This design comes from an exercise in tuning for small area on the open sky130 flow, not from production work.
Function was checked by simulation only, so behaviour that the tests miss may differ from the original.
The flow treats the clock pin as an ideal source, which a real chip does not have.
Power is estimated from default activity; no workload was simulated.

[flow/run.sh]
#!/bin/bash
set -euo pipefail
bash standard.sh \
  "BUFFER_PORTS_ARGS=-buffer_cell sky130_fd_sc_hd__buf_1" \
  "CTS_ARGS=-sink_clustering_enable -repair_clock_nets -dont_use_dummy_load -sink_clustering_size 24 -sink_clustering_max_diameter 60" \
  "POST_CTS_TCL=$PWD/flow/post_cts.tcl" \
  finish > make_finish.log 2>&1
[flow/post_cts.tcl]
# Downsize gates on paths with slack to spare, then repair slew and
# capacitance and legalize again.
estimate_parasitics -placement
repair_timing -recover_power 100 -slack_margin 0.2 -verbose
repair_design -cap_margin 20 -slew_margin 20 -verbose
detailed_placement
check_placement -verbose
[standard.sh]
#!/bin/bash
# synth_recipe.tcl (not shown) runs the flow's synth.tcl, then flattens the netlist and writes it again
# the make line also repeats each setting of config.mk as NAME=value (left out here)
make -C /OpenROAD-flow-scripts/flow DESIGN_CONFIG=/design/flow/config.mk WORK_HOME=/design/flow/orfs CLKGATE_MAP_FILE= SYNTH_SCRIPT=/design/flow/synth_recipe.tcl "${@:-finish}"
[config.mk]
export PLATFORM = sky130hd
export DESIGN_NAME = systolic_array
export DESIGN_NICKNAME = systolic_array
export VERILOG_FILES = /design/flow/design.v
export SDC_FILE = /design/flow/constraint.sdc
export NUM_CORES = 4
export LEC_CHECK = 0
export CAP_MARGIN = 20
export CORE_MARGIN = 2
export CORE_UTILIZATION = 60
export SLEW_MARGIN = 20
export SYNTH_HIERARCHICAL = 1
export SYNTH_MINIMUM_KEEP_SIZE = 0
[constraint.sdc]
create_clock -name core_clock -period 6.0 [get_ports {clk}]
set_input_delay 1.2000 -clock core_clock [delete_from_list [all_inputs] [get_ports {clk}]]
set_output_delay 1.2000 -clock core_clock [all_outputs]
set_load 0.01 [all_outputs]
[design.v]
module Processing_Element (clk, g, gn, inA, inB, outA, outB, out);
input [7:0] inA, inB;
input clk, g, gn;
output reg [7:0] outA, outB;
output reg [15:0] out;
always @(posedge clk) begin
  outA <= inA;
  outB <= inB;
end
wire [63:0] p;                            
genvar i, j;
generate for (i = 0; i < 8; i = i + 1) begin : g_i
  for (j = 0; j < 8; j = j + 1) begin : g_j
    NOR2 u_p (inA[i], inB[j], p[8*i+j]);
  end
end endgenerate
  wire n1, n2;
  HA u_n1 (out[5], p[5], n1, n2);
  wire n3, n4;
  FA u_n3 (out[6], p[6], p[13], n3, n4);
  wire n5, n6;
  HA u_n5 (p[20], p[27], n5, n6);
  wire n7, n8;
  FA u_n7 (out[7], p[7], p[14], n7, n8);
  wire n9, n10;
  FA u_n9 (p[21], p[28], p[35], n9, n10);
  wire n11, n12;
  HA u_n11 (p[42], p[49], n11, n12);
  wire n13, n14;
  FA u_n13 (out[8], p[15], p[22], n13, n14);
  wire n15, n16;
  FA u_n15 (p[29], p[36], p[43], n15, n16);
  wire n17, n18;
  HA u_n17 (p[50], p[57], n17, n18);
  wire n19, n20;
  FA u_n19 (out[9], p[23], p[30], n19, n20);
  wire n21, n22;
  FA u_n21 (p[37], p[44], p[51], n21, n22);
  wire n23, n24;
  FA u_n23 (out[10], p[31], p[38], n23, n24);
  wire n25, n26;
  HA u_n25 (out[3], p[3], n25, n26);
  wire n27, n28;
  FA u_n27 (out[4], p[4], p[11], n27, n28);
  wire n29, n30;
  HA u_n29 (p[18], p[25], n29, n30);
  wire n31, n32;
  FA u_n31 (p[12], p[19], p[26], n31, n32);
  wire n33, n34;
  FA u_n33 (p[33], p[40], n1, n33, n34);
  wire n35, n36;
  FA u_n35 (p[34], p[41], p[48], n35, n36);
  wire n37, n38;
  FA u_n37 (n2, n5, n3, n37, n38);
  wire n39, n40;
  FA u_n39 (p[56], n6, n11, n39, n40);
  wire n41, n42;
  FA u_n41 (n4, n7, n9, n41, n42);
  wire n43, n44;
  FA u_n43 (n12, n17, n8, n43, n44);
  wire n45, n46;
  FA u_n45 (n10, n13, n15, n45, n46);
  wire n47, n48;
  FA u_n47 (p[58], n18, n14, n47, n48);
  wire n49, n50;
  FA u_n49 (n16, n19, n21, n49, n50);
  wire n51, n52;
  FA u_n51 (p[45], p[52], p[59], n51, n52);
  wire n53, n54;
  FA u_n53 (n20, n22, n23, n53, n54);
  wire n55, n56;
  FA u_n55 (out[11], p[39], p[46], n55, n56);
  wire n57, n58;
  FA u_n57 (p[53], p[60], n24, n57, n58);
  wire n59, n60;
  FA u_n59 (out[12], p[47], p[54], n59, n60);
  wire n61, n62;
  HA u_n61 (out[2], p[2], n61, n62);
  wire n63, n64;
  FA u_n63 (p[10], p[17], p[24], n63, n64);
  wire n65, n66;
  FA u_n65 (p[32], n26, n29, n65, n66);
  wire n67, n68;
  FA u_n67 (n30, n28, n31, n67, n68);
  wire n69, n70;
  FA u_n69 (n32, n35, n34, n69, n70);
  wire n71, n72;
  FA u_n71 (n36, n39, n38, n71, n72);
  wire n73, n74;
  FA u_n73 (n40, n43, n42, n73, n74);
  wire n75, n76;
  FA u_n75 (n44, n47, n46, n75, n76);
  wire n77, n78;
  FA u_n77 (n51, n48, n50, n77, n78);
  wire n79, n80;
  FA u_n79 (n52, n55, n54, n79, n80);
  wire n81, n82;
  FA u_n81 (p[61], n56, n59, n81, n82);
  wire n83, n84;
  FA u_n83 (out[13], p[55], p[62], n83, n84);
  wire n85, n86;
  HA u_n85 (out[1], p[1], n85, n86);
  wire n87, n88;
  FA u_n87 (p[9], p[16], n61, n87, n88);
  wire n89, n90;
  FA u_n89 (n62, n25, n63, n89, n90);
  wire n91, n92;
  FA u_n91 (n64, n27, n65, n91, n92);
  wire n93, n94;
  FA u_n93 (n66, n33, n67, n93, n94);
  wire n95, n96;
  FA u_n95 (n68, n37, n69, n95, n96);
  wire n97, n98;
  FA u_n97 (n41, n70, n71, n97, n98);
  wire n99, n100;
  FA u_n99 (n45, n72, n73, n99, n100);
  wire n101, n102;
  FA u_n101 (n49, n74, n75, n101, n102);
  wire n103, n104;
  FA u_n103 (n53, n76, n77, n103, n104);
  wire n105, n106;
  FA u_n105 (n57, n78, n79, n105, n106);
  wire n107, n108;
  FA u_n107 (n58, n81, n80, n107, n108);
  wire n109, n110;
  FA u_n109 (n60, n83, n82, n109, n110);
  wire n111, n112;
  FA u_n111 (out[14], p[63], n84, n111, n112);
  wire n113, n114;
  HA u_n113 (out[0], p[0], n113, n114);
  wire n115, n116;
  FA u_n115 (p[8], n114, n85, n115, n116);
  wire n117, n118;
  FA u_n117 (n86, n116, n87, n117, n118);
  wire n119, n120;
  FA u_n119 (n88, n89, n118, n119, n120);
  wire n121, n122;
  FA u_n121 (n90, n91, n120, n121, n122);
  wire n123, n124;
  FA u_n123 (n92, n93, n122, n123, n124);
  wire n125, n126;
  FA u_n125 (n94, n95, n124, n125, n126);
  wire n127, n128;
  FA u_n127 (n96, n97, n126, n127, n128);
  wire n129, n130;
  FA u_n129 (n98, n99, n128, n129, n130);
  wire n131, n132;
  FA u_n131 (n100, n101, n130, n131, n132);
  wire n133, n134;
  FA u_n133 (n102, n103, n132, n133, n134);
  wire n135, n136;
  HA u_n135 (n104, n105, n135, n136);
  wire n137;
  XNOR2 u_n137 (n135, n134, n137);
  wire n138;
  AOI21 u_n138 (n135, n134, n136, n138);
  wire n139;
  XNOR2 u_n139 (n106, n107, n139);
  wire n140;
  NAND2 u_n140 (n106, n107, n140);
  wire n141;
  XNOR2 u_n141 (n139, n138, n141);
  wire n142;
  OAI21 u_n142 (n139, n138, n140, n142);
  wire n143, n144;
  HA u_n143 (n108, n109, n143, n144);
  wire n145;
  XNOR2 u_n145 (n143, n142, n145);
  wire n146;
  AOI21 u_n146 (n143, n142, n144, n146);
  wire n147;
  XNOR2 u_n147 (n110, n111, n147);
  wire n148;
  NAND2 u_n148 (n110, n111, n148);
  wire n149;
  XNOR2 u_n149 (n147, n146, n149);
  wire n150;
  OAI21 u_n150 (n147, n146, n148, n150);
  wire n151;
  XOR2 u_n151 (out[15], n112, n151);
  wire n152;
  XNOR2 u_n152 (n151, n150, n152);
wire [15:0] d;
  AND2 u_d0 (n113, g, d[0]);
  AND2 u_d1 (n115, g, d[1]);
  AND2 u_d2 (n117, g, d[2]);
  AND2 u_d3 (n119, g, d[3]);
  AND2 u_d4 (n121, g, d[4]);
  AND2 u_d5 (n123, g, d[5]);
  AND2 u_d6 (n125, g, d[6]);
  AND2 u_d7 (n127, g, d[7]);
  AND2 u_d8 (n129, g, d[8]);
  AND2 u_d9 (n131, g, d[9]);
  AND2 u_d10 (n133, g, d[10]);
  NOR2 u_d11 (n137, gn, d[11]);
  NOR2 u_d12 (n141, gn, d[12]);
  NOR2 u_d13 (n145, gn, d[13]);
  NOR2 u_d14 (n149, gn, d[14]);
  NOR2 u_d15 (n152, gn, d[15]);
always @(posedge clk) out <= d;
endmodule
module Processing_Element_Edge (clk, g, gn, inA, inB, outA, outB, out);
input [7:0] inA, inB;
input clk, g, gn;
output reg [7:0] outA, outB;
output reg [15:0] out;
always @(posedge clk) begin
  outA <= inA;
  outB <= inB;
end
wire [63:0] p;                            
genvar i, j;
generate for (i = 0; i < 8; i = i + 1) begin : g_i
  for (j = 0; j < 8; j = j + 1) begin : g_j
    NOR2 u_p (inA[i], inB[j], p[8*i+j]);
  end
end endgenerate
  wire n1, n2;
  HA u_n1 (out[5], p[5], n1, n2);
  wire n3, n4;
  FA u_n3 (out[6], p[6], p[13], n3, n4);
  wire n5, n6;
  HA u_n5 (p[20], p[27], n5, n6);
  wire n7, n8;
  FA u_n7 (out[7], p[7], p[14], n7, n8);
  wire n9, n10;
  FA u_n9 (p[21], p[28], p[35], n9, n10);
  wire n11, n12;
  HA u_n11 (p[42], p[49], n11, n12);
  wire n13, n14;
  FA u_n13 (out[8], p[15], p[22], n13, n14);
  wire n15, n16;
  FA u_n15 (p[29], p[36], p[43], n15, n16);
  wire n17, n18;
  HA u_n17 (p[50], p[57], n17, n18);
  wire n19, n20;
  FA u_n19 (out[9], p[23], p[30], n19, n20);
  wire n21, n22;
  FA u_n21 (p[37], p[44], p[51], n21, n22);
  wire n23, n24;
  FA u_n23 (out[10], p[31], p[38], n23, n24);
  wire n25, n26;
  HA u_n25 (out[3], p[3], n25, n26);
  wire n27, n28;
  FA u_n27 (out[4], p[4], p[11], n27, n28);
  wire n29, n30;
  HA u_n29 (p[18], p[25], n29, n30);
  wire n31, n32;
  FA u_n31 (p[12], p[19], p[26], n31, n32);
  wire n33, n34;
  FA u_n33 (p[33], p[40], n1, n33, n34);
  wire n35, n36;
  FA u_n35 (p[34], p[41], p[48], n35, n36);
  wire n37, n38;
  FA u_n37 (n2, n5, n3, n37, n38);
  wire n39, n40;
  FA u_n39 (p[56], n6, n11, n39, n40);
  wire n41, n42;
  FA u_n41 (n4, n7, n9, n41, n42);
  wire n43, n44;
  FA u_n43 (n12, n17, n8, n43, n44);
  wire n45, n46;
  FA u_n45 (n10, n13, n15, n45, n46);
  wire n47, n48;
  FA u_n47 (p[58], n18, n14, n47, n48);
  wire n49, n50;
  FA u_n49 (n16, n19, n21, n49, n50);
  wire n51, n52;
  FA u_n51 (p[45], p[52], p[59], n51, n52);
  wire n53, n54;
  FA u_n53 (n20, n22, n23, n53, n54);
  wire n55, n56;
  FA u_n55 (out[11], p[39], p[46], n55, n56);
  wire n57, n58;
  FA u_n57 (p[53], p[60], n24, n57, n58);
  wire n59, n60;
  FA u_n59 (out[12], p[47], p[54], n59, n60);
  wire n61, n62;
  HA u_n61 (out[2], p[2], n61, n62);
  wire n63, n64;
  FA u_n63 (p[10], p[17], p[24], n63, n64);
  wire n65, n66;
  FA u_n65 (p[32], n26, n29, n65, n66);
  wire n67, n68;
  FA u_n67 (n30, n28, n31, n67, n68);
  wire n69, n70;
  FA u_n69 (n32, n35, n34, n69, n70);
  wire n71, n72;
  FA u_n71 (n36, n39, n38, n71, n72);
  wire n73, n74;
  FA u_n73 (n40, n43, n42, n73, n74);
  wire n75, n76;
  FA u_n75 (n44, n47, n46, n75, n76);
  wire n77, n78;
  FA u_n77 (n51, n48, n50, n77, n78);
  wire n79, n80;
  FA u_n79 (n52, n55, n54, n79, n80);
  wire n81, n82;
  FA u_n81 (p[61], n56, n59, n81, n82);
  wire n83, n84;
  FA u_n83 (out[13], p[55], p[62], n83, n84);
  wire n85, n86;
  HA u_n85 (out[1], p[1], n85, n86);
  wire n87, n88;
  FA u_n87 (p[9], p[16], n61, n87, n88);
  wire n89, n90;
  FA u_n89 (n62, n25, n63, n89, n90);
  wire n91, n92;
  FA u_n91 (n64, n27, n65, n91, n92);
  wire n93, n94;
  FA u_n93 (n66, n33, n67, n93, n94);
  wire n95, n96;
  FA u_n95 (n68, n37, n69, n95, n96);
  wire n97, n98;
  FA u_n97 (n41, n70, n71, n97, n98);
  wire n99, n100;
  FA u_n99 (n45, n72, n73, n99, n100);
  wire n101, n102;
  FA u_n101 (n49, n74, n75, n101, n102);
  wire n103, n104;
  FA u_n103 (n53, n76, n77, n103, n104);
  wire n105, n106;
  FA u_n105 (n57, n78, n79, n105, n106);
  wire n107, n108;
  FA u_n107 (n58, n81, n80, n107, n108);
  wire n109, n110;
  FA u_n109 (n60, n83, n82, n109, n110);
  wire n111, n112;
  FA u_n111 (out[14], p[63], n84, n111, n112);
  wire n113, n114;
  HA u_n113 (out[0], p[0], n113, n114);
  wire n115, n116;
  FA u_n115 (p[8], n114, n85, n115, n116);
  wire n117, n118;
  FA u_n117 (n86, n116, n87, n117, n118);
  wire n119, n120;
  FA u_n119 (n88, n89, n118, n119, n120);
  wire n121, n122;
  FA u_n121 (n90, n91, n120, n121, n122);
  wire n123, n124;
  FA u_n123 (n92, n93, n122, n123, n124);
  wire n125, n126;
  FA u_n125 (n94, n95, n124, n125, n126);
  wire n127, n128;
  HA u_n127 (n96, n97, n127, n128);
  wire n129;
  XNOR2 u_n129 (n127, n126, n129);
  wire n130;
  AOI21 u_n130 (n127, n126, n128, n130);
  wire n131;
  XNOR2 u_n131 (n98, n99, n131);
  wire n132;
  NAND2 u_n132 (n98, n99, n132);
  wire n133;
  XNOR2 u_n133 (n131, n130, n133);
  wire n134;
  OAI21 u_n134 (n131, n130, n132, n134);
  wire n135, n136;
  HA u_n135 (n100, n101, n135, n136);
  wire n137;
  XNOR2 u_n137 (n135, n134, n137);
  wire n138;
  AOI21 u_n138 (n135, n134, n136, n138);
  wire n139;
  XNOR2 u_n139 (n102, n103, n139);
  wire n140;
  NAND2 u_n140 (n102, n103, n140);
  wire n141;
  XNOR2 u_n141 (n139, n138, n141);
  wire n142;
  OAI21 u_n142 (n139, n138, n140, n142);
  wire n143, n144;
  HA u_n143 (n104, n105, n143, n144);
  wire n145;
  XNOR2 u_n145 (n143, n142, n145);
  wire n146;
  AOI21 u_n146 (n143, n142, n144, n146);
  wire n147;
  XNOR2 u_n147 (n106, n107, n147);
  wire n148;
  NAND2 u_n148 (n106, n107, n148);
  wire n149;
  XNOR2 u_n149 (n147, n146, n149);
  wire n150;
  OAI21 u_n150 (n147, n146, n148, n150);
  wire n151, n152;
  HA u_n151 (n108, n109, n151, n152);
  wire n153;
  XNOR2 u_n153 (n151, n150, n153);
  wire n154;
  AOI21 u_n154 (n151, n150, n152, n154);
  wire n155;
  XNOR2 u_n155 (n110, n111, n155);
  wire n156;
  NAND2 u_n156 (n110, n111, n156);
  wire n157;
  XNOR2 u_n157 (n155, n154, n157);
  wire n158;
  OAI21 u_n158 (n155, n154, n156, n158);
  wire n159;
  XOR2 u_n159 (out[15], n112, n159);
  wire n160;
  XNOR2 u_n160 (n159, n158, n160);
wire [15:0] d;
  AND2 u_d0 (n113, g, d[0]);
  AND2 u_d1 (n115, g, d[1]);
  AND2 u_d2 (n117, g, d[2]);
  AND2 u_d3 (n119, g, d[3]);
  AND2 u_d4 (n121, g, d[4]);
  AND2 u_d5 (n123, g, d[5]);
  AND2 u_d6 (n125, g, d[6]);
  NOR2 u_d7 (n129, gn, d[7]);
  NOR2 u_d8 (n133, gn, d[8]);
  NOR2 u_d9 (n137, gn, d[9]);
  NOR2 u_d10 (n141, gn, d[10]);
  NOR2 u_d11 (n145, gn, d[11]);
  NOR2 u_d12 (n149, gn, d[12]);
  NOR2 u_d13 (n153, gn, d[13]);
  NOR2 u_d14 (n157, gn, d[14]);
  NOR2 u_d15 (n160, gn, d[15]);
always @(posedge clk) out <= d;
endmodule
module FA (a, b, c, s, co);
input a, b, c;
output s, co;
assign s = a ^ b ^ c;
assign co = (a & b) | (c & (a ^ b));
endmodule
module HA (a, b, s, co);
input a, b;
output s, co;
assign s = a ^ b;
assign co = a & b;
endmodule
module NOR2 (a, b, y);
input a, b;
output y;
assign y = ~(a | b);
endmodule
module NAND2 (a, b, y);
input a, b;
output y;
assign y = ~(a & b);
endmodule
module XOR2 (a, b, y);
input a, b;
output y;
assign y = a ^ b;
endmodule
module XNOR2 (a, b, y);
input a, b;
output y;
assign y = ~(a ^ b);
endmodule
module AND2 (a, b, y);
input a, b;
output y;
assign y = a & b;
endmodule
module AOI21 (a1, a2, b1, y);
input a1, a2, b1;
output y;
assign y = ~((a1 & a2) | b1);
endmodule
module OAI21 (a1, a2, b1, y);
input a1, a2, b1;
output y;
assign y = ~((a1 | a2) & b1);
endmodule
module systolic_array # (parameter N = 8) (clk, reset, inA, inB, out);
input [N*8-1:0] inA, inB;
input clk, reset;
output [(N**2)*16-1:0] out;
wire [N*8-1:0] stageA [N:0];
wire [N*8-1:0] stageB [N:0];
assign stageA[0] = ~inA;
assign stageB[0] = ~inB;
reg [N-1:1] v;
always @(posedge clk) begin
  if (reset) v <= 0;
  else v <= {v[N-2:1], 1'b1};
end
wire [N-1:0] g = {v, 1'b1} & {N{~reset}};
wire [N-1:0] gn = ~g;
genvar i, j;
generate
  for (i = 0; i < N; i = i + 1) begin : row
    for (j = 0; j < N; j = j + 1) begin : col
      if (i == 0 || j == 0) begin : e
        Processing_Element_Edge PE1 (clk, g[(i > j) ? i : j], gn[(i > j) ? i : j],
          stageA[j][i*8+7:i*8], stageB[i][j*8+7:j*8],
          stageA[j+1][i*8+7:i*8], stageB[i+1][j*8+7:j*8],
          out[16*(N*i+j)+15 : 16*(N*i+j)]);
      end else begin : n
        Processing_Element PE1 (clk, g[(i > j) ? i : j], gn[(i > j) ? i : j],
          stageA[j][i*8+7:i*8], stageB[i][j*8+7:j*8],
          stageA[j+1][i*8+7:i*8], stageB[i+1][j*8+7:j*8],
          out[16*(N*i+j)+15 : 16*(N*i+j)]);
      end
    end
  end
endgenerate
endmodule
==> results of run 1 <==
[final timing paths]
path | endpoint | cells after the start
worst max-delay path | row[2].col[3].n.PE1.out[14]$_DFF_P_ | 18
worst min-delay path | row[2].col[3].n.PE1.outB[0]$_DFF_P_ | 0
worst max register to register | row[2].col[3].n.PE1.out[14]$_DFF_P_ | 18
worst min register to register | row[2].col[3].n.PE1.outB[0]$_DFF_P_ | 0
[cell usage in the layout (no fill, tap or decap), types with 4 or more instances in the layout]
| master | n |
|---|---|
| sky130_fd_sc_hd__buf_12 | 5 |
| sky130_fd_sc_hd__xor2_1 | 64 |
| sky130_fd_sc_hd__xnor2_1 | 538 |
| sky130_fd_sc_hd__nor2b_1 | 9 |
| sky130_fd_sc_hd__buf_16 | 5 |
| sky130_fd_sc_hd__clkbuf_2 | 92 |
| sky130_fd_sc_hd__o21ai_0 | 61 |
| sky130_fd_sc_hd__fa_1 | 3616 |
| sky130_fd_sc_hd__clkbuf_16 | 179 |
| sky130_fd_sc_hd__dfxtp_1 | 1808 |
| sky130_fd_sc_hd__nand2_1 | 158 |
| sky130_fd_sc_hd__buf_1 | 804 |
| sky130_fd_sc_hd__dfxtp_4 | 21 |
| sky130_fd_sc_hd__nand2b_4 | 4 |
| sky130_fd_sc_hd__a21oi_2 | 139 |
| sky130_fd_sc_hd__nor2_1 | 4474 |
| sky130_fd_sc_hd__inv_1 | 129 |
| sky130_fd_sc_hd__fa_2 | 36 |
| sky130_fd_sc_hd__ha_1 | 734 |
| sky130_fd_sc_hd__buf_4 | 285 |
| sky130_fd_sc_hd__o21ai_1 | 91 |
| sky130_fd_sc_hd__a21oi_1 | 17 |
| sky130_fd_sc_hd__clkbuf_4 | 27 |
| sky130_fd_sc_hd__clkbuf_1 | 713 |
| sky130_fd_sc_hd__and2_0 | 33 |
| sky130_fd_sc_hd__diode_2 | 9 |
| sky130_fd_sc_hd__and2_1 | 611 |
| sky130_fd_sc_hd__o21ai_2 | 6 |
| sky130_fd_sc_hd__dfxtp_2 | 98 |
| sky130_fd_sc_hd__buf_2 | 7 |
[final cells by class]
cell class,count,area share
Multi-Input combinational cell,10602,0.663
Timing Repair Buffer,1940,0.0523
Sequential cell,1927,0.231
Antenna cell,9,0.000134
Tap cell,3330,0.0248
Clock buffer,179,0.0266
Inverter,129,0.00288
[layer usage]
layer / GRT usage / up-vias
met1: 0.450 / 53217
li1: - / 43400
met2: 0.574 / 3857
met4: 0.193 / 14
met3: 0.114 / 905
met5: 0.00432 / -
[flip-flops by register name (all words and copies together), names as in the netlist]
name and cells:
row.col.e.PE1.out 240, row.col.e.PE1.outA 112, row.col.e.PE1.outB 112, row.col.n.PE1.out 784, row.col.n.PE1.outA 336, row.col.n.PE1.outB 336, v 7
[per-stage QoR]
stage               utilization  instance area, um^2  setup slack [ns]
floorplan                     -               150000             0.419
finish                    0.676               168000             0.157
global placement          0.662               165000          -0.00721
global route              0.676               168000           -0.0429
detailed placement        0.662               165000            -0.132
[report_power, final]
part           switching [uW]  total (uW)  leakage, uW  internal (uW)
sequential               1060       14600       0.0159          13500
clock                    4820       10000      0.00221           5200
combinational           13300       25300       0.0585          12000
==> impl_results.md, run 1 <==
- Boundary Pins: 1154
- Signal arrival time at the worst endpoint: 6.53 ns
- Status: finished clean
- Iter 0 DRT Violations: 6601
- Combined area of the multi-input logic cells: 0.111 mm^2
- WP buf/inv: 1
- TritonCTS clock tree: built
- Start of the worst register-to-register path: row[2].col[2].n.PE1.outA[0]$_DFF_P_
- RSZ-0062 raised after global routing: yes
- Height of the chip: 505 um
- Number of remaining DRC errors: 0
- Clock transition at the register clock pins on the worst setup and hold paths after CTS: 0.09 ns
- WL per Instance: 24.7 um
- Number of antenna violations at the first check in global routing: 17
- Syn_nets: 17.2k
- Static Leakage: 0.0766 uW
- Number of sinks driven by the clock tree: 1927
- Total GRT Usage: 0.364
- Worst min-delay path category: reg -> reg
- Max Slew Vio Count: 0
- Number of placement rows: 183
- Areal power density over the cells: 297 mW/mm^2
- Synthesized cell area: 0.150 mm^2
- Average cell area after synthesis: 11.9 um^2
- Max rail drop VDD: 0.000332 V
- Met1 wire length: 165000 um
- Total via count in the routed design: 101k
- Top layer in use: met5
- Critical path launch point: row[2].col[2].n.PE1.outA[0]$_DFF_P_
- Top Family by Delay on Critical Path: adder cells
- Count of input and output buffers: 1153
- Met2 WL post-DR: 210000 um
- Via density: 5.60
- Sequential cell area: 0.0388 mm^2
- TritonRoute pass-1 iters: 9
- Cell with the biggest individual delay on the critical path: sky130_fd_sc_hd__fa_1
- Post-detailed-placement half-perimeter wirelength: 376000 um
- Placer's final routability congestion estimate: 0.983
- Die X: 505 um
- Relative slew slack: 0.227
- CP Max Fanout: 4
- Maximum operating frequency: 0.171 GHz
- Number of standard cells after synthesis: 12.7k
- Worst slack on hold paths: 0.360 ns
- Finish-stage setup viols: 0
- Tot Pwr: 50000 uW
- Data required time at the worst endpoint: 6.69 ns
- Maximum number of pins on one net before global-route repair: 85
- Growth of design area from synthesis to finish: 11.8%
- Final total negative setup slack: 0 ns
- Most common cell on crit path: sky130_fd_sc_hd__fa_1
- Largest incremental delay on the critical path: 0.45 ns
- Max-Cap Viols: 0
- Clk Latency, worst-skew pair: 0.89 ns
- Worst-Margin Slew: 1.16 ns
- # fillers: 19.6k
- Global-route wire length before repair: 697000 um
- Minimum clock period after layout: 5.84 ns
- Crit path launch type: register
- Warnings, synthesis: 9
- Cell total after placement: 17.9k
- Post-Layout Cell Count: 18.1k
- Worst Clk Skew: 0.100 ns
- Core area: 0.249 mm^2
- Fraction of layout cells with a size suffix above 1: 0.0619
- Category of the critical setup timing path: reg -> reg
- Hold path start: row[1].col[3].n.PE1.outB[0]$_DFF_P_
- Flop2flop setup slack: 0.16 ns
- Final routed wirelength across all metal layers: 448000 um
- Area enclosed by the die boundary: 0.255 mm^2
- Cell-by-cell trace of the critical path: nor2_1 > ha_1 > fa_1 > fa_1 > fa_1 > fa_1 > fa_1 > fa_1 > fa_1 > fa_1 > fa_1 > fa_1 > a21oi_2 > o21ai_1 > a21oi_2 > buf_4 > xnor2_1 > nor2_1
- Overflow left after global routing: 0
- Crit share post-route: 0.974
- Routed length on met3: 43300 um
- Vias in the first global route: 115k
- Worst setup EP type: register
- Final #Nets: 19.3k
- Number of nets with antenna violations after routing: 0
- Starting density of the core: 0.604
- Number of failing hold endpoints at the final stage: 0
==> run 2, diff against run 1 <==
==> flow/run.sh (replaced) <==
#!/bin/bash
set -euo pipefail
bash standard.sh \
  "BUFFER_PORTS_ARGS=-buffer_cell sky130_fd_sc_hd__buf_1" \
  "CTS_ARGS=-sink_clustering_enable -repair_clock_nets -dont_use_dummy_load -sink_clustering_size 30 -sink_clustering_max_diameter 70" \
  "POST_CTS_TCL=$PWD/flow/post_cts.tcl" \
  finish > make_finish.log 2>&1
==> run 2 against run 1 <==
Effect of this change:
- setup slack worse by 0.0072 ns
- clock skew down 0.00080 ns
- synthesized cell count unchanged
- non-clock buffer count up 4
- die area unchanged
- clock power down 9.8%
- hold slack worse by 0.021 ns
- synthesized area unchanged
- largest power group unchanged
- highest routed layer unchanged
==> impl_results.md, run 2 <==
- Status: finished clean
- Leading cell types in the layout, fill and taps excluded: sky130_fd_sc_hd__nor2_1, sky130_fd_sc_hd__fa_1, sky130_fd_sc_hd__dfxtp_1
- Hold path cells: 0
- Number of placement rows: 183
- Growth of design area from synthesis to finish: 11.3%
- Largest registers ranked by flip-flop count: row.col.n.PE1.out x784, row.col.n.PE1.outA x336, row.col.n.PE1.outB x336
- Met1 wire length: 166000 um
- Static Leakage: 0.0762 uW
- Design area: 0.167 mm^2
- Count of input and output buffers: 1153
- Routed length on met3: 42900 um
- Starting density of the core: 0.604
- Relative slew slack: 0.235
- Leading cell type in the layout, fill and taps excluded: sky130_fd_sc_hd__nor2_1
- Total GRT Usage: 0.364
- Critical path launch point: row[2].col[2].n.PE1.outA[0]$_DFF_P_
- Maximum operating frequency: 0.171 GHz
- Combined area of the multi-input logic cells: 0.111 mm^2
- Reg with most FFs: row.col.n.PE1.out
- Signal arrival time at the worst endpoint: 6.54 ns
- # fillers: 19.7k
- Max rail drop VDD: 0.000342 V
- Die X: 505 um
- Via density: 5.60
- CP Max Fanout: 4
- Number of flip-flops under the largest register name: 784
- Core area: 0.249 mm^2
- Overflow left after global routing: 0
- Crit share post-route: 0.975
- Total cell area at the placement stage: 0.165 mm^2
- Global-route wire length before repair: 696000 um
- Number of remaining DRC errors: 0
- Finish-stage setup viols: 0
- Clk Latency, worst-skew pair: 0.87 ns
- Sequential cell area: 0.0388 mm^2
- Number of nets with antenna violations after routing: 0
- Worst-Margin Slew: 1.15 ns
- Iter 0 DRT Violations: 6572
- Final routed wirelength across all metal layers: 448000 um
- Post-Layout Cell Count: 18.1k
- Synthesized cell area: 0.150 mm^2
- Number of failing hold endpoints at the final stage: 0
- Placer's final routability congestion estimate: 0.983
- TritonCTS clock tree: built
- Start of the worst register-to-register path: row[2].col[2].n.PE1.outA[0]$_DFF_P_
- Worst Clk Skew: 0.0996 ns
- Vias in the first global route: 115k
- Worst min-delay path category: reg -> reg
- Syn_nets: 17.2k
- Number of standard cells after synthesis: 12.7k
- Met2 WL post-DR: 209000 um
- Clock transition at the register clock pins on the worst setup and hold paths after CTS: 0.11 ns
- Max-Cap Viols: 0
- Category of the critical setup timing path: reg -> reg
- Fraction of layout cells with a size suffix above 1: 0.0599
- Boundary Pins: 1154
- Final #Nets: 19.3k
- Depth of the most critical reg-to-reg path: 18
- Number of sinks driven by the clock tree: 1927
- Data required time at the worst endpoint: 6.69 ns
- Cell total after placement: 17.9k
- Max Slew Vio Count: 0
- Hold path start: row[6].col[4].n.PE1.outA[0]$_DFF_P_
- Height of the chip: 505 um
- Number of antenna violations at the first check in global routing: 17
- Tot Pwr: 48900 uW
- Areal power density over the cells: 292 mW/mm^2
- Total via count in the routed design: 101k
- Post-detailed-placement half-perimeter wirelength: 376000 um
- Average cell area after synthesis: 11.9 um^2
- Warnings, synthesis: 9
- Final total negative setup slack: 0 ns
- TritonRoute pass-1 iters: 6
- Worst setup EP type: register
- Minimum clock period after layout: 5.85 ns
- WL per Instance: 24.8 um
- Maximum number of pins on one net before global-route repair: 86
- Top layer in use: met5
- Crit path launch type: register
- Area enclosed by the die boundary: 0.255 mm^2
==> run 2: metal layers <==
layer  global-route usage  vias to the layer above
met5              0.00432                        -
met4                0.196                       10
met3                0.115                      937
met2                0.571                     3850
met1                0.451                    53150
li1                     -                    43349
==> run 2: per-stage QoR <==
stage | worst slack (ns) | utilization | hold slack [ns]
3_3_place_gp | -0.00721 | 0.662 | 0.388
6_report | 0.150 | 0.673 | 0.340
5_1_grt | -0.0121 | 0.673 | 0.341
2_1_floorplan | 0.419 | - | 0.422
3_5_place_dp | -0.132 | 0.662 | 0.382
==> run 2: path summary, 6_finish.rpt <==
path,slack (ns),endpoint
worst min-delay path,0.34,row[6].col[5].n.PE1.outA[0]$_DFF_P_
worst max register to register,0.15,row[2].col[3].n.PE1.out[14]$_DFF_P_
worst min register to register,0.34,row[6].col[5].n.PE1.outA[0]$_DFF_P_
worst max-delay path,0.15,row[2].col[3].n.PE1.out[14]$_DFF_P_
==> run 2: cell type report <==
class	instances	share of cell area
Inverter	129	0.00289
Timing Repair Buffer	1944	0.0527
Clock buffer	149	0.0223
Multi-Input combinational cell	10602	0.665
Tap cell	3330	0.0249
Sequential cell	1927	0.232
Antenna cell	7	0.000105
==> run 2: critical path: stages, from the launching register on <==
cell and delay, ns:
sky130_fd_sc_hd__dfxtp_4 0.40, sky130_fd_sc_hd__nor2_1 0.05, sky130_fd_sc_hd__ha_1 0.28, sky130_fd_sc_hd__fa_1 0.45
sky130_fd_sc_hd__fa_1 0.42, sky130_fd_sc_hd__fa_1 0.43, sky130_fd_sc_hd__fa_1 0.41, sky130_fd_sc_hd__fa_1 0.41
sky130_fd_sc_hd__fa_1 0.39, sky130_fd_sc_hd__fa_1 0.38, sky130_fd_sc_hd__fa_1 0.39, sky130_fd_sc_hd__fa_1 0.39
sky130_fd_sc_hd__fa_1 0.43, sky130_fd_sc_hd__a21oi_2 0.18, sky130_fd_sc_hd__o21ai_1 0.14, sky130_fd_sc_hd__a21oi_2 0.20
sky130_fd_sc_hd__buf_4 0.13, sky130_fd_sc_hd__xnor2_1 0.12, sky130_fd_sc_hd__nor2_1 0.06
==> run 2: report_power, final <==
part	leakage, uW	switching (uW)	total, uW	internal, uW
registers	0.0159	1060	14600	13500
logic	0.0585	13300	25300	12000
clock network	0.00184	4650	9020	4370
==> run 3, diff against run 2 <==
--- a/design.v
+++ b/design.v
@@ -148,37 +148,41 @@
   FA u_n131 (n100, n101, n130, n131, n132);
   wire n133, n134;
-  FA u_n133 (n102, n103, n132, n133, n134);
-  wire n135, n136;
-  HA u_n135 (n104, n105, n135, n136);
+  HA u_n133 (n102, n103, n133, n134);
+  wire n135;
+  XNOR2 u_n135 (n133, n132, n135);
+  wire n136;
+  AOI21 u_n136 (n133, n132, n134, n136);
   wire n137;
-  XNOR2 u_n137 (n135, n134, n137);
+  XNOR2 u_n137 (n104, n105, n137);
   wire n138;
-  AOI21 u_n138 (n135, n134, n136, n138);
+  NAND2 u_n138 (n104, n105, n138);
   wire n139;
-  XNOR2 u_n139 (n106, n107, n139);
+  XNOR2 u_n139 (n137, n136, n139);
   wire n140;
-  NAND2 u_n140 (n106, n107, n140);
-  wire n141;
-  XNOR2 u_n141 (n139, n138, n141);
-  wire n142;
-  OAI21 u_n142 (n139, n138, n140, n142);
-  wire n143, n144;
-  HA u_n143 (n108, n109, n143, n144);
+  OAI21 u_n140 (n137, n136, n138, n140);
+  wire n141, n142;
+  HA u_n141 (n106, n107, n141, n142);
+  wire n143;
+  XNOR2 u_n143 (n141, n140, n143);
+  wire n144;
+  AOI21 u_n144 (n141, n140, n142, n144);
   wire n145;
-  XNOR2 u_n145 (n143, n142, n145);
+  XNOR2 u_n145 (n108, n109, n145);
   wire n146;
-  AOI21 u_n146 (n143, n142, n144, n146);
+  NAND2 u_n146 (n108, n109, n146);
   wire n147;
-  XNOR2 u_n147 (n110, n111, n147);
+  XNOR2 u_n147 (n145, n144, n147);
   wire n148;
-  NAND2 u_n148 (n110, n111, n148);
-  wire n149;
-  XNOR2 u_n149 (n147, n146, n149);
-  wire n150;
-  OAI21 u_n150 (n147, n146, n148, n150);
+  OAI21 u_n148 (n145, n144, n146, n148);
+  wire n149, n150;
+  HA u_n149 (n110, n111, n149, n150);
   wire n151;
-  XOR2 u_n151 (out[15], n112, n151);
+  XNOR2 u_n151 (n149, n148, n151);
   wire n152;
-  XNOR2 u_n152 (n151, n150, n152);
+  AOI21 u_n152 (n149, n148, n150, n152);
+  wire n153;
+  XOR2 u_n153 (out[15], n112, n153);
+  wire n154;
+  XOR2 u_n154 (n153, n152, n154);
 wire [15:0] d;
   AND2 u_d0 (n113, g, d[0]);
@@ -192,10 +196,10 @@
   AND2 u_d8 (n129, g, d[8]);
   AND2 u_d9 (n131, g, d[9]);
-  AND2 u_d10 (n133, g, d[10]);
-  NOR2 u_d11 (n137, gn, d[11]);
-  NOR2 u_d12 (n141, gn, d[12]);
-  NOR2 u_d13 (n145, gn, d[13]);
-  NOR2 u_d14 (n149, gn, d[14]);
-  NOR2 u_d15 (n152, gn, d[15]);
+  NOR2 u_d10 (n135, gn, d[10]);
+  NOR2 u_d11 (n139, gn, d[11]);
+  NOR2 u_d12 (n143, gn, d[12]);
+  NOR2 u_d13 (n147, gn, d[13]);
+  NOR2 u_d14 (n151, gn, d[14]);
+  NOR2 u_d15 (n154, gn, d[15]);
 always @(posedge clk) out <= d;
 endmodule
@@ -343,63 +347,57 @@
   FA u_n125 (n94, n95, n124, n125, n126);
   wire n127, n128;
-  HA u_n127 (n96, n97, n127, n128);
-  wire n129;
-  XNOR2 u_n129 (n127, n126, n129);
-  wire n130;
-  AOI21 u_n130 (n127, n126, n128, n130);
+  FA u_n127 (n96, n97, n126, n127, n128);
+  wire n129, n130;
+  HA u_n129 (n98, n99, n129, n130);
   wire n131;
-  XNOR2 u_n131 (n98, n99, n131);
+  XNOR2 u_n131 (n129, n128, n131);
   wire n132;
-  NAND2 u_n132 (n98, n99, n132);
+  AOI21 u_n132 (n129, n128, n130, n132);
   wire n133;
-  XNOR2 u_n133 (n131, n130, n133);
+  XNOR2 u_n133 (n100, n101, n133);
   wire n134;
-  OAI21 u_n134 (n131, n130, n132, n134);
-  wire n135, n136;
-  HA u_n135 (n100, n101, n135, n136);
-  wire n137;
-  XNOR2 u_n137 (n135, n134, n137);
-  wire n138;
-  AOI21 u_n138 (n135, n134, n136, n138);
+  NAND2 u_n134 (n100, n101, n134);
+  wire n135;
+  XNOR2 u_n135 (n133, n132, n135);
+  wire n136;
+  OAI21 u_n136 (n133, n132, n134, n136);
+  wire n137, n138;
+  HA u_n137 (n102, n103, n137, n138);
   wire n139;
-  XNOR2 u_n139 (n102, n103, n139);
+  XNOR2 u_n139 (n137, n136, n139);
   wire n140;
-  NAND2 u_n140 (n102, n103, n140);
+  AOI21 u_n140 (n137, n136, n138, n140);
   wire n141;
-  XNOR2 u_n141 (n139, n138, n141);
+  XNOR2 u_n141 (n104, n105, n141);
   wire n142;
-  OAI21 u_n142 (n139, n138, n140, n142);
-  wire n143, n144;
-  HA u_n143 (n104, n105, n143, n144);
-  wire n145;
-  XNOR2 u_n145 (n143, n142, n145);
-  wire n146;
-  AOI21 u_n146 (n143, n142, n144, n146);
+  NAND2 u_n142 (n104, n105, n142);
+  wire n143;
+  XNOR2 u_n143 (n141, n140, n143);
+  wire n144;
+  OAI21 u_n144 (n141, n140, n142, n144);
+  wire n145, n146;
+  HA u_n145 (n106, n107, n145, n146);
   wire n147;
-  XNOR2 u_n147 (n106, n107, n147);
+  XNOR2 u_n147 (n145, n144, n147);
   wire n148;
-  NAND2 u_n148 (n106, n107, n148);
+  AOI21 u_n148 (n145, n144, n146, n148);
   wire n149;
-  XNOR2 u_n149 (n147, n146, n149);
+  XNOR2 u_n149 (n108, n109, n149);
   wire n150;
-  OAI21 u_n150 (n147, n146, n148, n150);
-  wire n151, n152;
-  HA u_n151 (n108, n109, n151, n152);
-  wire n153;
-  XNOR2 u_n153 (n151, n150, n153);
-  wire n154;
-  AOI21 u_n154 (n151, n150, n152, n154);
+  NAND2 u_n150 (n108, n109, n150);
+  wire n151;
+  XNOR2 u_n151 (n149, n148, n151);
+  wire n152;
+  OAI21 u_n152 (n149, n148, n150, n152);
+  wire n153, n154;
+  HA u_n153 (n110, n111, n153, n154);
   wire n155;
-  XNOR2 u_n155 (n110, n111, n155);
+  XNOR2 u_n155 (n153, n152, n155);
   wire n156;
-  NAND2 u_n156 (n110, n111, n156);
+  AOI21 u_n156 (n153, n152, n154, n156);
   wire n157;
-  XNOR2 u_n157 (n155, n154, n157);
+  XOR2 u_n157 (out[15], n112, n157);
   wire n158;
-  OAI21 u_n158 (n155, n154, n156, n158);
-  wire n159;
-  XOR2 u_n159 (out[15], n112, n159);
-  wire n160;
-  XNOR2 u_n160 (n159, n158, n160);
+  XOR2 u_n158 (n157, n156, n158);
 wire [15:0] d;
   AND2 u_d0 (n113, g, d[0]);
@@ -410,13 +408,13 @@
   AND2 u_d5 (n123, g, d[5]);
   AND2 u_d6 (n125, g, d[6]);
-  NOR2 u_d7 (n129, gn, d[7]);
-  NOR2 u_d8 (n133, gn, d[8]);
-  NOR2 u_d9 (n137, gn, d[9]);
-  NOR2 u_d10 (n141, gn, d[10]);
-  NOR2 u_d11 (n145, gn, d[11]);
-  NOR2 u_d12 (n149, gn, d[12]);
-  NOR2 u_d13 (n153, gn, d[13]);
-  NOR2 u_d14 (n157, gn, d[14]);
-  NOR2 u_d15 (n160, gn, d[15]);
+  AND2 u_d7 (n127, g, d[7]);
+  NOR2 u_d8 (n131, gn, d[8]);
+  NOR2 u_d9 (n135, gn, d[9]);
+  NOR2 u_d10 (n139, gn, d[10]);
+  NOR2 u_d11 (n143, gn, d[11]);
+  NOR2 u_d12 (n147, gn, d[12]);
+  NOR2 u_d13 (n151, gn, d[13]);
+  NOR2 u_d14 (n155, gn, d[14]);
+  NOR2 u_d15 (n158, gn, d[15]);
 always @(posedge clk) out <= d;
 endmodule
--- a/config.mk
+++ b/config.mk
@@ -8,5 +8,5 @@
 export CAP_MARGIN = 20
 export CORE_MARGIN = 2
-export CORE_UTILIZATION = 60
+export CORE_UTILIZATION = 65
 export SLEW_MARGIN = 20
 export SYNTH_HIERARCHICAL = 1
==> run 3 against run 2 <==
Effect of this change:
- clock skew is 0.028 ns lower
- count of clock-buffer cells in the layout is 2 higher
- sequential power hardly changed
- hold slack better by 0.046 ns
- via count is 0.74% higher
- global-route usage is 2.3 points higher
- first-iteration DRC count is 3.8% higher
- combinational power is 2% higher
- sequential share of layout area is 0.098 points higher
==> impl_results.md, run 3 <==
- TritonCTS clock tree: built
- Flop2flop setup slack: 0.16 ns
- Total cell area at the placement stage: 0.164 mm^2
- Boundary Pins: 1154
- Met2 WL post-DR: 203000 um
- Synthesized cell area: 0.151 mm^2
- Number of antenna violations at the first check in global routing: 16
- Starting density of the core: 0.654
- Leading cell type in the layout, fill and taps excluded: sky130_fd_sc_hd__nor2_1
- Die X: 485 um
- Global-route wire length before repair: 685000 um
- Number of sinks driven by the clock tree: 1927
- Overflow left after global routing: 0
- Leading cell types in the layout, fill and taps excluded: sky130_fd_sc_hd__nor2_1, sky130_fd_sc_hd__fa_1, sky130_fd_sc_hd__dfxtp_1
- Worst setup slack after placement: -0.246 ns
- Minimum clock period after layout: 5.84 ns
- Warnings, synthesis: 9
- Cell with the biggest individual delay on the critical path: sky130_fd_sc_hd__dfxtp_1
- Number of flip-flops under the largest register name: 784
- Post-detailed-placement half-perimeter wirelength: 365000 um
- Cell-by-cell trace of the critical path: nor2_1 > ha_1 > fa_1 > fa_1 > fa_1 > fa_1 > fa_1 > fa_1 > fa_1 > fa_1 > fa_1 > a21oi_1 > o21ai_0 > a21oi_2 > o21ai_0 > a21oi_2 > xor2_1 > nor2_1
- Category of the critical setup timing path: reg -> reg
- Growth of design area from synthesis to finish: 10.4%
- Max-Cap Viols: 0
- Via density: 5.76
- Depth of the most critical reg-to-reg path: 18
- Number of nets with antenna violations after routing: 0
- Placer's final routability congestion estimate: 0.991
- Largest registers ranked by flip-flop count: row.col.n.PE1.out x784, row.col.n.PE1.outA x336, row.col.n.PE1.outB x336
- Reg with most FFs: row.col.n.PE1.out
- Worst setup EP type: register
- Crit share post-route: 0.973
- Final #Nets: 19.2k
- Max Slew Vio Count: 0
- Finish-stage setup viols: 0
- Vias in the first global route: 116k
- Hold Path Sink: row[7].col[5].n.PE1.outA[2]$_DFF_P_
- Clock transition at the register clock pins on the worst setup and hold paths after CTS: 0.10 ns
- Areal power density over the cells: 298 mW/mm^2
- Number of placement rows: 176
- # fillers: 16.9k
- Relative slew slack: 0.261
- Count of input and output buffers: 1153
- Syn_nets: 17.2k
- Number of remaining DRC errors: 0
- Maximum number of pins on one net before global-route repair: 109
- Hold path cells: 0
- CP Max Fanout: 6
- WL per Instance: 24.8 um
- Met1 wire length: 157000 um
- Status: finished clean
- Worst min-delay path category: reg -> reg
- Crit Reg-Reg Endpoint: row[3].col[7].n.PE1.out[15]$_DFF_P_
- Worst Clk Skew: 0.0711 ns
- Final routed wirelength across all metal layers: 439000 um
- Average cell area after synthesis: 11.9 um^2
- Most common cell on crit path: sky130_fd_sc_hd__fa_1
- Signal arrival time at the worst endpoint: 6.55 ns
- Start of the worst register-to-register path: row[2].col[7].n.PE1.outB[2]$_DFF_P_
- Data required time at the worst endpoint: 6.71 ns
- Routed length on met3: 43600 um
- Crit path launch type: register
- Top layer in use: met5
- Largest incremental delay on the critical path: 0.48 ns
- TritonRoute pass-1 iters: 8
- Total via count in the routed design: 102k
- Worst slack on hold paths: 0.386 ns
- Number of failing hold endpoints at the final stage: 0
- Max rail drop VDD: 0.000551 V
- Area enclosed by the die boundary: 0.236 mm^2
- Design area: 0.166 mm^2
- Number of standard cells after synthesis: 12.7k
- Final Worst Setup Slack: 0.163 ns
- Static Leakage: 0.0761 uW
- Clk Latency, worst-skew pair: 0.83 ns
- Height of the chip: 485 um
- Iter 0 DRT Violations: 6823
- Fraction of layout cells with a size suffix above 1: 0.0529
- Worst-Margin Slew: 1.11 ns
- Total GRT Usage: 0.386
- Hold path start: row[7].col[4].n.PE1.outA[2]$_DFF_P_
- Maximum operating frequency: 0.171 GHz
- Core area: 0.230 mm^2
- Cell total after placement: 17.5k
- Post-Layout Cell Count: 17.7k
run 3: metrics by stage:
step                      TNS [ns]   util  total power, uW
final                            0  0.722            49600
after global placement      -0.517  0.711            40000
after floorplan                  0      -            34300
after detailed placement     -1.20  0.711            40900
after global routing       -0.0159  0.722            53700
run 3: report_power, final:
part | leakage [uW] | internal [uW] | switching, uW
combinational | 0.0583 | 12300 | 13400
clock | 0.00186 | 4430 | 4650
sequential | 0.0159 | 13500 | 1190
total | 0.0761 | 30300 | 19300
run 3: how the worst max path moves through the flow:
stage | from | to | slack (ns)
floorplan | inB[58] | row[0].col[7].e.PE1.out[15]$_DFF_P_ | 0.19
global placement | inA[32] | row[4].col[0].e.PE1.out[15]$_DFF_P_ | -0.27
detailed placement | inA[32] | row[4].col[0].e.PE1.out[15]$_DFF_P_ | -0.25
global route | row[6].col[1].n.PE1.outB[2]$_DFF_P_ | row[7].col[1].n.PE1.out[15]$_DFF_P_ | -0.01
finish | row[2].col[7].n.PE1.outB[2]$_DFF_P_ | row[3].col[7].n.PE1.out[15]$_DFF_P_ | 0.16
run 3: cell type report:
class / count / area [um^2] / share of cell area
multi-input combinational: 10655 / 112000 / 0.670
sequential: 1927 / 38700 / 0.233
timing repair buffer: 1814 / 8070 / 0.0485
tap: 3026 / 3790 / 0.0228
clock buffer: 151 / 3780 / 0.0227
inverter: 129 / 484 / 0.00291
antenna: 16 / 40.0 / 0.000241
run 3: critical path, delay by kind of cell (launching register included):
family / cells / cell delay (ns)
XOR/XNOR: 1 / 0.16
adder cells (fa/ha/maj): 10 / 3.93
AND/OR/NAND/NOR: 2 / 0.14
AO/OA/AOI/OAI: 5 / 1.01
flip-flops: 1 / 0.48
run 3: metal layers:
metal  GRT usage  vias to the layer above
li1            -                    43329
met5           0                        -
met4       0.253                        4
met2       0.600                     4362
met3       0.124                     1087
met1       0.467                    53265

port drivers added, routing unchanged:
No port has a modelled driver above. Below, the same layouts with a new extraction and two added sets of constraints.
Step 1 sets driving cells, clkbuf_16 on the clock port and buf_2 on the other inputs (assumed; they add their load-dependent delay and slew).
Step 2 adds t to the input delays and takes it off the output delays; t is the mean of the earliest and latest rising clock arrival at the registers after step 1. Input paths then give back, and output paths get back, about the clock's delay inside the block.
a / b / c = ideal ports / drivers / drivers and shift; a / b = the first two.
run	shift t [ns]	setup slack, ns	cell pins on the clock port's net
run 1	0.947	0.157 / 0.157 / -0.459	1
run 2	0.931	0.150 / 0.150 / -0.468	1
run 3	0.901	0.163 / 0.163 / -0.587	1
With both steps, setup timing fails in every run listed, where it was met with ideal ports. The setup slack of run 3, which loses most, moves by 0.000 ns with the drivers and by -0.750 ns with both steps.
